From an optimization exercise on the open Yosys and OpenROAD flow, aimed at a short achievable clock period and few clock cycles; shortcuts taken in it are not production practice. Power figures rest on the tool's default switching activity, not on a simulated workload.

==> module fp_add, before the edit <==
module fp_add (
  input  logic        clk,
  input  logic        rst,
  input  logic        in_vld,
  input  logic [31:0] a,
  input  logic [31:0] b,
  output logic        sum_vld,
  output logic [31:0] sum
);
  localparam int K = 2;
  logic        sa, sb, eff_sub;
  logic [23:0] ma, mb;
  assign sa = a[31];
  assign sb = b[31];
  assign ma = {1'b1, a[22:0]};
  assign mb = {1'b1, b[22:0]};
  assign eff_sub = sa ^ sb;
  logic [8:0] dab, dba;
  logic       a_ge, e_eq, a_p1, b_p1;
  fp_add_exp ex (.ea(a[30:23]), .eb(b[30:23]), .dab(dab), .dba(dba), .a_ge(a_ge),
                 .e_eq(e_eq), .a_p1(a_p1), .b_p1(b_p1));
  logic [23:0] ap, ag, a0, sp, sg, s0;
  fp_add_far1 #(.K(K)) f1 (.ma(ma), .mb(mb), .dab(dab), .dba(dba), .a_ge(a_ge),
                           .ap(ap), .ag(ag), .a0(a0), .sp(sp), .sg(sg), .s0(s0));
  logic        c_zero, c_s;
  logic [23:0] c_u;
  logic [4:0]  c_lz;
  logic [7:0]  c_e;
  fp_add_close1 c1 (.sa(sa), .sb(sb), .ea(a[30:23]), .eb(b[30:23]), .ma(ma), .mb(mb),
                    .e_eq(e_eq), .a_p1(a_p1), .b_p1(b_p1),
                    .c_zero(c_zero), .c_s(c_s), .c_u(c_u), .c_lz(c_lz), .c_e(c_e));
  logic close;
  assign close = eff_sub & (e_eq | a_p1 | b_p1);
  logic        vld_q, c_sel_q, fa_sel_q, fs_sel_q, f_s_q, c_s_q;
  logic [23:0] ap_q, ag_q, a0_q, sp_q, sg_q, s0_q, c_u_q;
  logic [7:0]  f_e_q, f_ep_q, f_em_q, c_e_q;
  logic [4:0]  c_lz_q;
  always_ff @(posedge clk) begin
    vld_q    <= in_vld & ~rst;
    c_sel_q  <= close & ~c_zero;
    fa_sel_q <= ~close & ~eff_sub;
    fs_sel_q <= ~close & eff_sub;
    ap_q     <= ap;
    ag_q     <= ag;
    a0_q     <= a0;
    sp_q     <= sp;
    sg_q     <= sg;
    s0_q     <= s0;
    f_s_q    <= a_ge ? sa : sb;
    f_e_q    <= a_ge ? a[30:23] : b[30:23];
    f_ep_q   <= a_ge ? a[30:23] + 8'd1 : b[30:23] + 8'd1;
    f_em_q   <= a_ge ? a[30:23] - 8'd1 : b[30:23] - 8'd1;
    c_s_q    <= c_s;
    c_u_q    <= c_u;
    c_lz_q   <= c_lz;
    c_e_q    <= c_e;
  end
  assign sum_vld = vld_q;
  logic [30:0] fa_r, fs_r, c_r;
  fp_add_far2 #(.K(K)) f2 (.ap(ap_q), .ag(ag_q), .a0(a0_q), .sp(sp_q), .sg(sg_q), .s0(s0_q),
                           .f_e(f_e_q), .f_ep(f_ep_q), .f_em(f_em_q), .fa_r(fa_r), .fs_r(fs_r));
  fp_add_close2 c2 (.c_u(c_u_q), .c_lz(c_lz_q), .c_e(c_e_q), .c_r(c_r));
  assign sum = ({32{c_sel_q}}  & {c_s_q, c_r}) |
               ({32{fa_sel_q}} & {f_s_q, fa_r}) |
               ({32{fs_sel_q}} & {f_s_q, fs_r});
endmodule
Settings: LEC_CHECK=0, CAP_MARGIN=20, CORE_MARGIN=2, CORE_UTILIZATION=40, PLACE_DENSITY=0.6, SETUP_SLACK_MARGIN=5, SLEW_MARGIN=20, SYNTH_HIERARCHICAL=1; clock period 10.0 ns.
run.sh (not shown) runs the stock make flow with config.mk's settings and CLKGATE_MAP_FILE= SYNTH_SCRIPT=/design/flow/synth_recipe.tcl, a recipe that flattens the netlist after the stock synthesis.
Then changed:
--- a/flow/design.v
+++ b/flow/design.v
@@ -7,7 +7,7 @@
   output logic        sum_vld,
   output logic [31:0] sum
 );
-  localparam int K = 2;
+  localparam int K = 3;
   logic        sa, sb, eff_sub;
   logic [23:0] ma, mb;
   assign sa = a[31];
- The changed run finished clean
- area after synthesis is higher slightly
- non-clock buffer count grows by 30
- cell area is higher by a few percent
- utilization went up by 1.1 points
- power grows by a few percent
- via count came out higher by a few percent
- sequential share of layout area decreases by 1.1 points
- wire length goes down slightly
- clock-buffer cell count is higher by 3
- fmax fell slightly
- first-iteration DRC count came out higher by roughly a tenth
- worst setup slack got worse by 0.068 ns
- final cell count went up slightly
No run of this note included a check of the RTL's function; only the layout flow was run.

port drivers added, routing unchanged:
In the flow no input, the clock included, has a driving cell. The finished layouts below were timed again as built, in two steps. Step 1, drivers: a clkbuf_16 drives clk and a buf_2 each remaining input, both assumed. Step 2 moves the port delays by t, midway between the first and last clock arrival at a register: inputs arrive t later, outputs are due t later. That takes back most of the time a late clock gives input paths. a / b / c = ideal ports / drivers / drivers and shift; a / b = the first two.
run	t, ns	slack for setup (ns)	slew at the worst register clock pin (ns)	worst slew at a driven data input, ns
the first run	0.517	4.742 / 4.686 / 4.318	0.09 / 0.09	0.07
the second run	0.506	4.673 / 4.645 / 4.140	0.07 / 0.07	0.08
After both steps setup and hold are still met in every run listed. For the second run, which loses most, drivers alone change the setup slack by -0.028 ns; drivers and shift together by -0.533 ns.
